Context: an optimization exercise on an open-source flow, tuned for small area. The choices shown serve that exercise and are no tape-out recipe.
Function was checked by simulation only, so behaviour that the tests miss may differ from the original.
No activity file was given, so power comes from the tool's default toggle rates.

<file path="flow/design.v">
module LED16 (
  input   wire            I_RESET,
  input   wire            I_CLK,
  input   wire  [15:0]    I_LED,
  output  wire  [15:0]    O_LED
  ) ;
  reg   [15:0]            r_led ;
  always @(posedge I_CLK or posedge I_RESET) begin
    if ( I_RESET == 1'b1 )
      r_led <= 16'd0 ;
    else
      r_led <= I_LED ;
  end
  assign  O_LED = r_led ;
endmodule
`default_nettype none
module DRV7SEGX4 (
  input   wire          I_RESET,
  input   wire          I_CLK,
  input   wire  [3:0]   I_DG3,
  input   wire  [3:0]   I_DG2,
  input   wire  [3:0]   I_DG1,
  input   wire  [3:0]   I_DG0,
  input   wire  [3:0]   I_DOTS,
  input   wire  [3:0]   I_DRVEN,
  output  wire  [3:0]   O_COM,
  output  wire  [7:0]   O_DRV7SEG
  ) ;
  reg   [10:0]    r_5ms_cntr ;
  reg   [1:0]     r_digits_sel ;
  wire  [3:0]     s_digits ;
  wire  [3:0]     s_char ;
  always @(posedge I_CLK or posedge I_RESET) begin
    if ( I_RESET == 1'b1 )
      r_5ms_cntr  <= 11'd0 ;
    else if ( r_5ms_cntr == 11'd1952 )
      r_5ms_cntr  <= 11'd0 ;
    else
      r_5ms_cntr  <= r_5ms_cntr + 11'd1 ;
  end
  always @(posedge I_CLK or posedge I_RESET) begin
    if ( I_RESET == 1'b1 )
      r_digits_sel  <= 2'd0 ;
    else if ( r_5ms_cntr == 11'd1952 )
      r_digits_sel  <= r_digits_sel + 2'd1 ;
  end
  assign  s_digits  = (r_digits_sel == 2'b00) ? 4'b1110 :
                      (r_digits_sel == 2'b01) ? 4'b1101 :
                      (r_digits_sel == 2'b10) ? 4'b1011 :
                                                4'b0111 ;
  assign  s_char    = (r_digits_sel == 2'b00) ? I_DG0 :
                      (r_digits_sel == 2'b01) ? I_DG1 :
                      (r_digits_sel == 2'b10) ? I_DG2 :
                                                I_DG3 ;
  reg   [6:0]     s_dg_char ;
  always @( * ) begin
    if ( I_DRVEN[r_digits_sel] == 1'b0 )
      s_dg_char = 7'b1111111 ;
    else begin
      case ( s_char )
        4'b0000 : s_dg_char = 7'b1000000 ;  
        4'b0001 : s_dg_char = 7'b1111001 ;  
        4'b0010 : s_dg_char = 7'b0100100 ;  
        4'b0011 : s_dg_char = 7'b0110000 ;  
        4'b0100 : s_dg_char = 7'b0011001 ;  
        4'b0101 : s_dg_char = 7'b0010010 ;  
        4'b0110 : s_dg_char = 7'b0000010 ;  
        4'b0111 : s_dg_char = 7'b1011000 ;  
        4'b1000 : s_dg_char = 7'b0000000 ;  
        4'b1001 : s_dg_char = 7'b0010000 ;  
        4'b1010 : s_dg_char = 7'b0001000 ;  
        4'b1011 : s_dg_char = 7'b0000011 ;  
        4'b1100 : s_dg_char = 7'b1000110 ;  
        4'b1101 : s_dg_char = 7'b0100001 ;  
        4'b1110 : s_dg_char = 7'b0000110 ;  
        4'b1111 : s_dg_char = 7'b0001110 ;  
      endcase
    end
  end
  reg   [3:0]   r_com ;
  reg   [7:0]   r_drv7seg ;
  always @(posedge I_CLK or posedge I_RESET) begin
    if ( I_RESET == 1'b1 ) begin
      r_com     <= 4'hf ;
      r_drv7seg <= 8'hff ;
    end
    else begin
      r_com     <= s_digits ;
      r_drv7seg <= {~I_DOTS[r_digits_sel],s_dg_char} ;
    end
  end
  assign  O_COM     = r_com ;
  assign  O_DRV7SEG = r_drv7seg ;
endmodule
`default_nettype wire
`default_nettype none
module BTN (
  input   wire        I_RESET,
  input   wire        I_CLK,       
  input   wire        I_TSW_U,
  input   wire        I_TSW_L,
  input   wire        I_TSW_C,
  input   wire        I_TSW_R,
  input   wire        I_TSW_D,
  output  wire        O_BTNU,
  output  wire        O_BTNL,
  output  wire        O_BTNC,
  output  wire        O_BTNR,
  output  wire        O_BTND
  ) ;
  reg   [10:0]    r_5ms_cntr ;
  always @(posedge I_CLK or posedge I_RESET ) begin
    if ( I_RESET == 1'b1 )
      r_5ms_cntr  <= 11'd0 ;
    else if ( r_5ms_cntr == 11'd1952 )
      r_5ms_cntr  <= 11'd0 ;
    else
      r_5ms_cntr  <= r_5ms_cntr + 11'd1 ;
  end
  wire  s_5ms_sample_en ;
  assign  s_5ms_sample_en = (r_5ms_cntr == 11'd1952) ? 1'b1 : 1'b0 ;
  reg   [1:0]       r_tsw_u_sync ;
  reg   [1:0]       r_tsw_l_sync ;
  reg   [1:0]       r_tsw_c_sync ;
  reg   [1:0]       r_tsw_r_sync ;
  reg   [1:0]       r_tsw_d_sync ;
  always @(posedge I_CLK or posedge I_RESET) begin
    if ( I_RESET == 1'b1 ) begin
      r_tsw_u_sync  <= 2'd0 ;
      r_tsw_l_sync  <= 2'd0 ;
      r_tsw_c_sync  <= 2'd0 ;
      r_tsw_r_sync  <= 2'd0 ;
      r_tsw_d_sync  <= 2'd0 ;
    end
    else begin
      r_tsw_u_sync  <= {r_tsw_u_sync[0], I_TSW_U} ;
      r_tsw_l_sync  <= {r_tsw_l_sync[0], I_TSW_L} ;
      r_tsw_c_sync  <= {r_tsw_c_sync[0], I_TSW_C} ;
      r_tsw_r_sync  <= {r_tsw_r_sync[0], I_TSW_R} ;
      r_tsw_d_sync  <= {r_tsw_d_sync[0], I_TSW_D} ;
    end
  end
  reg   [1:0]       r_tsw_u_sample ;
  reg   [1:0]       r_tsw_l_sample ;
  reg   [1:0]       r_tsw_c_sample ;
  reg   [1:0]       r_tsw_r_sample ;
  reg   [1:0]       r_tsw_d_sample ;
  always @(posedge I_CLK or posedge I_RESET) begin
    if ( I_RESET == 1'b1 ) begin
      r_tsw_u_sample  <= 2'd0 ;
      r_tsw_l_sample  <= 2'd0 ;
      r_tsw_c_sample  <= 2'd0 ;
      r_tsw_r_sample  <= 2'd0 ;
      r_tsw_d_sample  <= 2'd0 ;
    end
    else if ( s_5ms_sample_en == 1'b1 ) begin
      r_tsw_u_sample  <= {r_tsw_u_sample[0],r_tsw_u_sync[1]} ;
      r_tsw_l_sample  <= {r_tsw_l_sample[0],r_tsw_l_sync[1]} ; 
      r_tsw_c_sample  <= {r_tsw_c_sample[0],r_tsw_c_sync[1]} ;
      r_tsw_r_sample  <= {r_tsw_r_sample[0],r_tsw_r_sync[1]} ;
      r_tsw_d_sample  <= {r_tsw_d_sample[0],r_tsw_d_sync[1]} ;
    end
  end
  reg               r_tsw_u ;
  reg               r_tsw_l ;
  reg               r_tsw_c ;
  reg               r_tsw_r ;
  reg               r_tsw_d ;
  always @(posedge I_CLK or posedge I_RESET) begin
    if ( I_RESET == 1'b1 )
      r_tsw_u <= 1'b0 ;
    else if ( r_tsw_u_sample == 2'b11 )
      r_tsw_u <= 1'b1 ;
    else
      r_tsw_u <= 1'b0 ;
  end
  always @(posedge I_CLK or posedge I_RESET) begin
    if ( I_RESET == 1'b1 )
      r_tsw_l <= 1'b0 ;
    else if ( r_tsw_l_sample == 2'b11 )
      r_tsw_l <= 1'b1 ;
    else
      r_tsw_l <= 1'b0 ;
  end
  always @(posedge I_CLK or posedge I_RESET) begin
    if ( I_RESET == 1'b1 )
      r_tsw_c <= 1'b0 ;
    else if ( r_tsw_c_sample == 2'b11 )
      r_tsw_c <= 1'b1 ;
    else
      r_tsw_c <= 1'b0 ;
  end
  always @(posedge I_CLK or posedge I_RESET) begin
    if ( I_RESET == 1'b1 )
      r_tsw_r <= 1'b0 ;
    else if ( r_tsw_r_sample == 2'b11 )
      r_tsw_r <= 1'b1 ;
    else
      r_tsw_r <= 1'b0 ;
  end
  always @(posedge I_CLK or posedge I_RESET) begin
    if ( I_RESET == 1'b1 )
      r_tsw_d <= 1'b0 ;
    else if ( r_tsw_d_sample == 2'b11 )
      r_tsw_d <= 1'b1 ;
    else
      r_tsw_d <= 1'b0 ;
  end
  assign  O_BTNU = r_tsw_u ;
  assign  O_BTNL = r_tsw_l ;
  assign  O_BTNC = r_tsw_c ;
  assign  O_BTNR = r_tsw_r ;
  assign  O_BTND = r_tsw_d ;
endmodule
`default_nettype wire
`default_nettype none
module CONTROL (
  input   wire          I_RESET,
  input   wire          I_CLK,
  input   wire          I_BTNU,
  input   wire          I_BTNL,
  input   wire          I_BTNC,
  input   wire          I_BTNR,
  input   wire          I_BTND,
  input   wire          I_SW1,
  input   wire          I_SW2,
  input   wire          I_SW3,
  output  wire  [3:0]   O_LED7SEG3,
  output  wire  [3:0]   O_LED7SEG2,
  output  wire  [3:0]   O_LED7SEG1,
  output  wire  [3:0]   O_LED7SEG0,
  output  wire  [3:0]   O_LEDDRVEN,
  output  wire  [3:0]   O_LEDDOTS
  ) ;
  reg [1:0] r_btnu_sft, r_btnl_sft, r_btnc_sft, r_btnr_sft, r_btnd_sft;
  reg s_btnu_push, s_btnl_push, s_btnc_push, s_btnr_push, s_btnd_push;
  localparam IDLE      = 4'b0000;
  localparam SET3      = 4'b0001;
  localparam SET2      = 4'b0010;
  localparam SET1      = 4'b0011;
  localparam SET0      = 4'b0100;
  localparam COUNT     = 4'b0101;
  localparam DOWNCOUNT = 4'b0110;
  localparam GRAY      = 4'b0111;
  localparam JOHNSON   = 4'b1000;
  localparam threshold = 195312;  
  reg [3:0] state;  
  reg [3:0] LED3, LED2, LED1, LED0;
  reg [3:0] LEDDRV, LEDDOT;
  reg [17:0] counter;  
  reg reverse;
  reg [3:0] gray_counter;
  reg [3:0] johnson_counter;
  function [15:0] binary_to_gray;
    input [3:0] binary;
    begin
      binary_to_gray = 16'b0;
      binary_to_gray[12] = binary[3];
      binary_to_gray[8] = binary[3] ^ binary[2];
      binary_to_gray[4] = binary[2] ^ binary[1];  
      binary_to_gray[0] = binary[1] ^ binary[0];
    end
  endfunction
  always @ (posedge I_CLK or posedge I_RESET) begin
    if (I_RESET) begin
        r_btnu_sft <= 2'b00;
        s_btnu_push <= 1'b0;
    end else begin
        r_btnu_sft <= {r_btnu_sft[0], I_BTNU};
        s_btnu_push <= (r_btnu_sft == 2'b01);
    end
  end
  always @ (posedge I_CLK or posedge I_RESET) begin
    if (I_RESET) begin
        r_btnl_sft <= 2'b00;
        s_btnl_push <= 1'b0;
    end else begin
        r_btnl_sft <= {r_btnl_sft[0], I_BTNL};
        s_btnl_push <= (r_btnl_sft == 2'b01);
    end
  end
  always @ (posedge I_CLK or posedge I_RESET) begin
    if (I_RESET) begin
      r_btnc_sft <= 2'b00;
      s_btnc_push <= 1'b0;
    end else begin
      r_btnc_sft <= {r_btnc_sft[0], I_BTNC};
      s_btnc_push <= (r_btnc_sft == 2'b01);
    end
  end
  always @ (posedge I_CLK or posedge I_RESET) begin
    if (I_RESET) begin
      r_btnr_sft <= 2'b00;
      s_btnr_push <= 1'b0;
    end else begin
      r_btnr_sft <= {r_btnr_sft[0], I_BTNR};
      s_btnr_push <= (r_btnr_sft == 2'b01);
    end
  end
  always @ (posedge I_CLK or posedge I_RESET) begin
    if (I_RESET) begin
      r_btnd_sft <= 2'b00;
      s_btnd_push <= 1'b0;
    end else begin
      r_btnd_sft <= {r_btnd_sft[0], I_BTND};
      s_btnd_push <= (r_btnd_sft == 2'b01);
    end
  end
  always @ (posedge I_CLK or posedge I_RESET) begin
    if (I_RESET) begin
      state <= IDLE;
    end else begin
      case (state) 
      IDLE: if (s_btnc_push) state <= SET3;
            else if (I_SW1) state <= GRAY;
            else if (I_SW2) state <= JOHNSON;
            else if (I_SW3) state <= DOWNCOUNT;
      SET3: if (s_btnc_push) state <= COUNT;
            else if (s_btnr_push) state <= SET2;
      SET2: if (s_btnc_push) state <= COUNT;
            else if (s_btnl_push) state <= SET3;
            else if (s_btnr_push) state <= SET1;
      SET1: if (s_btnc_push) state <= COUNT;
            else if (s_btnl_push) state <= SET2;
            else if (s_btnr_push) state <= SET0;
      SET0: if (s_btnc_push) state <= COUNT;
            else if (s_btnl_push) state <= SET1;
      COUNT: if (s_btnc_push) state <= IDLE;
      DOWNCOUNT: if (!I_SW3) state <= IDLE;
      GRAY: if (!I_SW1) state <= IDLE;
      JOHNSON: if (!I_SW2) state <= IDLE;
      default: state <= IDLE;  
    endcase
    end
  end
  always @ (posedge I_CLK or posedge I_RESET) begin
    if (I_RESET) begin
      LED3 <= 4'b0000;
      LED2 <= 4'b0000;
      LED1 <= 4'b0000;
      LED0 <= 4'b0000;
      gray_counter <= 4'b0000;
      johnson_counter <= 4'b0000;
    end else 
    begin
      case (state)
        IDLE: begin
        end
        SET3: begin
          if (s_btnu_push && LED3 < 4'b1001) LED3 <= LED3 + 4'b0001;  
          else if (s_btnd_push && LED3 > 4'b0000) LED3 <= LED3 - 4'b0001;  
        end
        SET2: begin
          if (s_btnu_push && LED2 < 4'b1001) LED2 <= LED2 + 4'b0001; 
          else if (s_btnd_push && LED2 > 4'b0000) LED2 <= LED2 - 4'b0001; 
        end
        SET1: begin
          if (s_btnu_push && LED1 < 4'b1001) LED1 <= LED1 + 4'b0001;
          else if (s_btnd_push && LED1 > 4'b0000) LED1 <= LED1 - 4'b0001;
        end
        SET0: begin
          if (s_btnu_push && LED0 < 4'b1001) LED0 <= LED0 + 4'b0001;
          else if (s_btnd_push && LED0 > 4'b0000) LED0 <= LED0 - 4'b0001;
        end
        COUNT: begin  
        if (counter == threshold)
        begin
          if (LED0 == 4'b1001)
          begin
            LED0 <= 4'b0000;
            if (LED1 == 4'b1001)
            begin
                LED1 <= 4'b0000;
                if (LED2 == 4'b1001)
                begin
                    LED2 <= 4'b0000;
                    if (LED3 == 4'b1001)
                    begin
                        LED3 <= 4'b0000;
                    end else 
                    begin
                        LED3 <= LED3 + 4'b0001;
                    end
                end else 
                begin
                    LED2 <= LED2 + 4'b0001;
                end
            end else
            begin
                LED1 <= LED1 + 4'b0001;
            end
          end else
          begin
            LED0 <= LED0 + 4'b0001;
          end
        end
        end
        DOWNCOUNT: begin  
        if (counter == threshold)
        begin
          if (LED0 == 4'b0000)
          begin
            LED0 <= 4'b1001;
            if (LED1 == 4'b0000)
            begin
                LED1 <= 4'b1001;
                if (LED2 == 4'b0000)
                begin
                    LED2 <= 4'b1001;
                    if (LED3 == 4'b0000)
                    begin
                        LED3 <= 4'b1001;
                    end else 
                    begin
                        LED3 <= LED3 - 4'b0001;
                    end
                end else 
                begin
                    LED2 <= LED2 - 4'b0001;
                end
            end else
            begin
                LED1 <= LED1 - 4'b0001;
            end
          end else
          begin
            LED0 <= LED0 - 4'b0001;
          end
        end
        end
        GRAY: begin  
          if (counter == threshold) begin
            gray_counter <= (gray_counter != 15)? gray_counter + 1'b1 : 4'b0;
            {LED3, LED2, LED1, LED0} <= binary_to_gray(gray_counter);
          end
        end
        JOHNSON: begin  
          if (counter == threshold) begin
            johnson_counter <= {johnson_counter[2:0], ~johnson_counter[3]};
            LED3 <= johnson_counter[3];
            LED2 <= johnson_counter[2];
            LED1 <= johnson_counter[1];
            LED0 <= johnson_counter[0];
          end
        end         
      endcase
    end
  end
  always @ (posedge I_CLK or posedge I_RESET)
  begin
    if (I_RESET)
    begin
        counter <= 18'b0;
        reverse <= 1'b0;
    end else
        if (counter == threshold)
        begin
            reverse <= ~reverse;  
            counter <= 18'b0;
        end else begin
            counter <= counter + 1'b1;
        end        
  end
  always @ (posedge I_CLK or posedge I_RESET)
  begin
    if (I_RESET)
        LEDDOT <= 4'b0000;
    else if (state == SET3 || state == SET2 || state == SET1 || state == SET0)
    begin
        if (counter == threshold)
            LEDDOT <= 4'b1111;
    end else
        LEDDOT <= 4'b0000;
  end
  always @ (posedge I_CLK or posedge I_RESET)
  begin
    if (I_RESET)
        LEDDRV <= 4'b0000;
    else begin
        case (state)
          IDLE: begin
            LEDDRV <= 4'b1111;
          end
          SET3: begin
            LEDDRV[3] <= 1'b1;
            LEDDRV[2] <= reverse;
            LEDDRV[1] <= reverse;
            LEDDRV[0] <= reverse;
          end
          SET2: begin
            LEDDRV[3] <= reverse;
            LEDDRV[2] <= 1'b1;
            LEDDRV[1] <= reverse;
            LEDDRV[0] <= reverse;
          end
          SET1: begin
            LEDDRV[3] <= reverse;
            LEDDRV[2] <= reverse;
            LEDDRV[1] <= 1'b1;
            LEDDRV[0] <= reverse;
          end
          SET0: begin
            LEDDRV[3] <= reverse;
            LEDDRV[2] <= reverse;
            LEDDRV[1] <= reverse;
            LEDDRV[0] <= 1'b1;
          end
          COUNT: begin
            LEDDRV <= 4'b1111;
          end
          DOWNCOUNT: begin
            LEDDRV <= 4'b1111;
          end
          GRAY: begin
            LEDDRV <= 4'b1111;
          end
          JOHNSON: begin
            LEDDRV <= 4'b1111;
          end
        endcase
        end   
  end
  assign O_LED7SEG3 = LED3;
  assign O_LED7SEG2 = LED2;
  assign O_LED7SEG1 = LED1;
  assign O_LED7SEG0 = LED0;
  assign O_LEDDOTS  = LEDDOT;
  assign O_LEDDRVEN = LEDDRV;
endmodule
`default_nettype wire
`default_nettype none
module FPGA_TOP (
  input   wire          RESET,
  input   wire          CLK,
  input   wire          BTNU,
  input   wire          BTNL,
  input   wire          BTNC,
  input   wire          BTNR,
  input   wire          BTND,
  input   wire          SW1,
  input   wire          SW2,
  input   wire          SW3,
  output  wire  [11:0]  SEG,
  output  wire  [15:0]  LED
  ) ;
  wire                    s_reset ;
  wire                    s_clk ;
  assign s_reset = RESET ;
  assign s_clk   = CLK ;
  wire                    s_btnu ;
  wire                    s_btnl ;
  wire                    s_btnc ;
  wire                    s_btnr ;
  wire                    s_btnd ;
  wire    [3:0]           s_led7seg3 ;
  wire    [3:0]           s_led7seg2 ;
  wire    [3:0]           s_led7seg1 ;
  wire    [3:0]           s_led7seg0 ;
  wire    [3:0]           s_leddrven ;
  wire    [3:0]           s_leddots ;
  CONTROL CONTROL_I (
    .I_RESET            ( s_reset               ),   
    .I_CLK              ( s_clk                 ),   
    .I_BTNU             ( s_btnu                ),   
    .I_BTNL             ( s_btnl                ),   
    .I_BTNC             ( s_btnc                ),   
    .I_BTNR             ( s_btnr                ),   
    .I_BTND             ( s_btnd                ),   
    .I_SW1              ( SW1                   ),   
    .I_SW2              ( SW2                   ),   
    .I_SW3              ( SW3                   ),   
    .O_LED7SEG3         ( s_led7seg3            ),   
    .O_LED7SEG2         ( s_led7seg2            ),   
    .O_LED7SEG1         ( s_led7seg1            ),   
    .O_LED7SEG0         ( s_led7seg0            ),   
    .O_LEDDRVEN         ( s_leddrven            ),   
    .O_LEDDOTS          ( s_leddots             )    
  ) ;
  BTN BTN_I (
    .I_RESET            ( s_reset               ),   
    .I_CLK              ( s_clk                 ),   
    .I_TSW_U            ( BTNU                  ),   
    .I_TSW_L            ( BTNL                  ),   
    .I_TSW_C            ( BTNC                  ),   
    .I_TSW_R            ( BTNR                  ),   
    .I_TSW_D            ( BTND                  ),   
    .O_BTNU             ( s_btnu                ),   
    .O_BTNL             ( s_btnl                ),   
    .O_BTNC             ( s_btnc                ),   
    .O_BTNR             ( s_btnr                ),   
    .O_BTND             ( s_btnd                )    
  ) ;
  wire    [3:0]   s_com ;
  wire    [7:0]   s_drv7seg ;
  DRV7SEGX4 DRV7SEGX4_I (
    .I_RESET            ( s_reset               ),   
    .I_CLK              ( s_clk                 ),   
    .I_DG3              ( s_led7seg3            ),   
    .I_DG2              ( s_led7seg2            ),   
    .I_DG1              ( s_led7seg1            ),   
    .I_DG0              ( s_led7seg0            ),   
    .I_DOTS             ( s_leddots             ),   
    .I_DRVEN            ( s_leddrven            ),   
    .O_COM              ( s_com                 ),   
    .O_DRV7SEG          ( s_drv7seg             )    
  ) ;
  assign SEG = {s_com,s_drv7seg} ;
  LED16 LED16_I (
    .I_RESET            ( s_reset               ),   
    .I_CLK              ( s_clk                 ),   
    .I_LED              ( 16'd0                 ),   
    .O_LED              ( LED                   )    
  ) ;
endmodule
`default_nettype wire
</file>
<file path="flow/run.sh">
#!/bin/bash
# synth_recipe.tcl (not shown) runs the flow's synth.tcl, then flattens the netlist and writes it again
# the make line also repeats each setting of config.mk as NAME=value (left out here)
make -C /OpenROAD-flow-scripts/flow DESIGN_CONFIG=/design/flow/config.mk WORK_HOME=/design/flow/orfs CLKGATE_MAP_FILE= SYNTH_SCRIPT=/design/flow/synth_recipe.tcl finish
</file>
<file path="flow/config.mk">
export PLATFORM = sky130hd
export DESIGN_NAME = FPGA_TOP
export DESIGN_NICKNAME = FPGA_TOP
export VERILOG_FILES = /design/flow/design.v
export SDC_FILE = /design/flow/constraint.sdc
export NUM_CORES = 4
export LEC_CHECK = 0
export CAP_MARGIN = 20
export CORE_MARGIN = 2
export CORE_UTILIZATION = 40
export PLACE_DENSITY = 0.6
export SLEW_MARGIN = 20
</file>
<file path="flow/constraint.sdc">
create_clock -name core_clock -period 10.0 [get_ports {CLK}]
set_input_delay 2.0000 -clock core_clock [delete_from_list [all_inputs] [get_ports {CLK}]]
set_output_delay 2.0000 -clock core_clock [all_outputs]
set_load 0.01 [all_outputs]
</file>
==> impl_metrics.ini <==
[cts]
insertion_delay_ps = 420
post_cts_buffers = 0
cts_root_buffer = clkbuf_16
ctsResizeCount = 0
numCtsBuffers = 17
cts.path.max_buffers = 2
numClockSinks = 128
postCtsHoldBufs = 0
htreeDepth = 4
path_clk_slew_ps = 60
tritoncts = yes

[global_route]
grt-busiest-layer = met2
grt_util_met1_pct = 21.2
grt_pass1_vias = 5040
gr-usage-met2_pct = 28.6
grt_use_met3_pct = 4.59
grt_usage_pct = 16.9
grt_pass1_wl_um = 24700
overflow = 0
antenna_found_initial = 0
grt_max_degree = 83

[layout]
syn_to_final_growth_pct = 13.7
fill_cells = 1658
nets = 762
multi_input_area_mm2 = 0.00347
n_antenna_cell = 0
regArea_mm2 = 0.00322
drive_gt1_share_pct = 12.3

[sta]
period_needed_ps = 3460
max_freq_ghz = 0.289
slew_headroom_pct = 37.4
finalHoldViolations = 0
finalCritPeriodShare_pct = 34.6
fin_tns_setup_ps = 0
worst_pin_slew_ps = 913
setup-violations-final = 0
slew_violations = 0
clock_skew_ps = 9.51
rsz0062_at_grt = no
worst_slack_ps = 6540

[synthesis]
yosysUniqueCellTypes = 76
synth-main-ff-cell = dfrtp_1
yosys-top-cells-area = dfrtp_1, ha_1, dfstp_2, mux2_2, nor2_1
seq_area_frac_synth_pct = 46.2
ys_ff_latch = 128
yosys.area.top_type = dfrtp_1
syn-cell-area_mm2 = 0.00697
ys_warn_count = 4
synth_edf_count = 0
async_flop_share_pct = 100
synth_cells = 701
synth_top_area_share_pct = 41.7
avgSynthCellArea_um2 = 9.94

[power]
p_seq_share_pct = 39.9
p_switching_uw = 460
p_per_area_mw_per_mm2 = 194
comb_power_share_pct = 19.8
p_int_mw = 1.08
power_leakage_nw = 3.43
swShare_pct = 29.9
power.share.clock_pct = 40.3
peakVddDrop_uv = 124

[route]
drc_errors = 0
firstDrtPassIters = 5
ant_nets = 0
wl_um = 14600
via_count = 5170
post_drt_wl_per_cell_um = 15.3
vias_per_cell = 5.40
drt_iter0_drc = 310

[floorplanning]
io_pins = 38
start_util_pct = 40.6
die_h_um = 136
die_area_mm2 = 0.0185
die_w_um = 136
coreArea_mm2 = 0.0172
rows = 48

[placed_design]
finalWeightedCongestion = 0.854
preCtsSetupSlack_ps = 6030
dp_hpwl_um = 10100
numPortBuffers = 21

[worst_hold_path]
min_path_type = register to register

[setup_path]
endpoint_kind = output pin
cpLargestDelayFamily = buffers and inverters
worstPathMaxFanout = 1
cp_num_buf_inv = 1
slowest_delay_ps = 530
worstPathRequired_ps = 8000
criticalPathCategory = register to output pin
start_kind = register
slowest_stage = clkdlybuf4s50_1
crit_chain = clkdlybuf4s50_1
cp.arrival_ps = 1460
reg2reg_slack_ps = 7080

[job]
drv_cap = 0

[status]
status = timing/DRC/antenna clean
-- routing by layer --
metal	up-vias	wire [um]	part of all wire (%)
li1	2478	-	-
met1	2547	6630	45
met2	124	7280	50
met3	21	573	3.9
met4	0	143	0.98
met5	-	0	0
-- metrics by stage --
step	hold WS, ps	util [%]	cells	instance area (um^2)	power, mW
after global routing	352	46.1	957	7920	1.61
final	347	46.1	957	7920	1.54
after detailed placement	336	42.6	925	7320	0.920
after global placement	333	42.6	925	7320	0.913
after floorplan	331	-	716	7030	0.834
after CTS	349	46.1	957	7920	1.55
-- cell usage after synthesis, types with 12 or more instances --
cell / number
a21oi_1: 35
mux2_2: 23
nand3_1: 32
dfrtp_1: 116
xor2_1: 13
inv_1: 33
nor2b_1: 20
dfstp_2: 12
nor2_1: 61
nor3_1: 18
nand2b_1: 22
nand2_1: 41
o21ai_0: 38
clkbuf_1: 18
ha_1: 33
buf_4: 16
xnor2_1: 21
-- area by class of cell --
cell class                      count  share of cell area (%)
Clock buffer                       22                    5.99
Clock inverter                     10                    1.60
Inverter                           33                    1.60
Multi-Input combinational cell    516                    43.8
Sequential cell                   128                    40.6
Tap cell                          225                    3.55
Timing Repair Buffer               23                    2.89
-- final timing paths --
| path | from | end | cells past startpoint |
|---|---|---|---|
| setup / recovery | DRV7SEGX4_I.r_drv7seg[7] | SEG[7] | 1 |
| hold / removal | BTN_I.r_tsw_u_sync[0] | BTN_I.r_tsw_u_sync[1] | 0 |
| setup reg to reg | CONTROL_I.state[2] | CONTROL_I.LED2[0] | 5 |
| hold reg to reg | BTN_I.r_tsw_u_sync[0] | BTN_I.r_tsw_u_sync[1] | 0 |
| max in group asynchronous | RESET | CONTROL_I.counter[7] | 3 |
| min in group asynchronous | RESET | DRV7SEGX4_I.r_5ms_cntr[2] | 2 |
-- state kept, by name (all words and copies together), names as in the netlist, 4 cells and up --
signal,flops
BTN_I.r_5ms_cntr,11
CONTROL_I.LED0,4
CONTROL_I.LED1,4
CONTROL_I.LED2,4
CONTROL_I.LED3,4
CONTROL_I.LEDDRV,4
CONTROL_I.counter,18
CONTROL_I.gray_counter,4
CONTROL_I.johnson_counter,4
CONTROL_I.state,4
DRV7SEGX4_I.r_5ms_cntr,11
DRV7SEGX4_I.r_com,4
DRV7SEGX4_I.r_drv7seg,8
-- cell families after synthesis --
group           Yosys count  share of synthesized area (%)
simple gates            254                           19.6
mux                      34                           5.48
fa+ha+maj                33                           5.92
buf+inv                  72                           4.88
compound gates          145                           13.6
flops                   128                           46.2
other cells               1                         0.0538
xor+xnor                 34                           4.27
-- power groups by stage --
stage               Sequential (mW)  Combinational (mW)  Clock, mW
floorplan                     0.588               0.246          0
global placement              0.619               0.293          0
detailed placement            0.622               0.299          0
CTS                           0.613               0.301      0.635
global route                  0.620               0.332      0.663
finish                        0.613               0.305      0.620
-- cell usage in the layout, fill, tap and decap left out, types with 5 or more instances in the layout --
cell	n
or3_1	5
clkbuf_16	17
nor3_1	18
clkdlybuf4s50_1	21
xor2_1	13
o221ai_1	6
o21ai_0	38
nand3_1	32
mux2_2	23
inv_1	32
a21oi_1	35
and2_1	7
ha_1	33
dfrtp_1	116
conb_1	16
nor2_1	61
and3_1	10
nand2_1	41
o31ai_1	6
mux2i_1	10
nand2b_1	22
dfstp_2	12
o211ai_1	9
nor4_1	5
a21o_1	5
nor2b_1	20
xnor2_1	21

[afterwards: timing with drivers on the ports]
How much do the figures lean on ideal ports? The routed layout below was timed once more, with nothing changed but the port constraints. Step 1 (the two cells are an assumption about what drives the block):
set clk [get_ports {CLK}]
set_driving_cell -lib_cell sky130_fd_sc_hd__clkbuf_16 $clk
set_driving_cell -lib_cell sky130_fd_sc_hd__buf_2 [delete_from_list [all_inputs] $clk]
Step 2, shift: input delay + t, output delay - t, t = (earliest + latest rising clock arrival at the registers) / 2. This alone moves slack from input paths to output paths. Slacks: ideal / step 1 / step 2; pairs: ideal / step 1.
t, ns: 0.452
setup WS [ns]: 6.543 / 6.504 / 6.167
hold WS [ns]: 0.347 / 0.347 / 0.347
worst setup path after step 2: input to register
worst data-port slew with drivers (ns): 0.03
After both steps this run still meets setup and hold. The setup slack of this run moves by -0.039 ns with the drivers and by -0.376 ns with both steps.
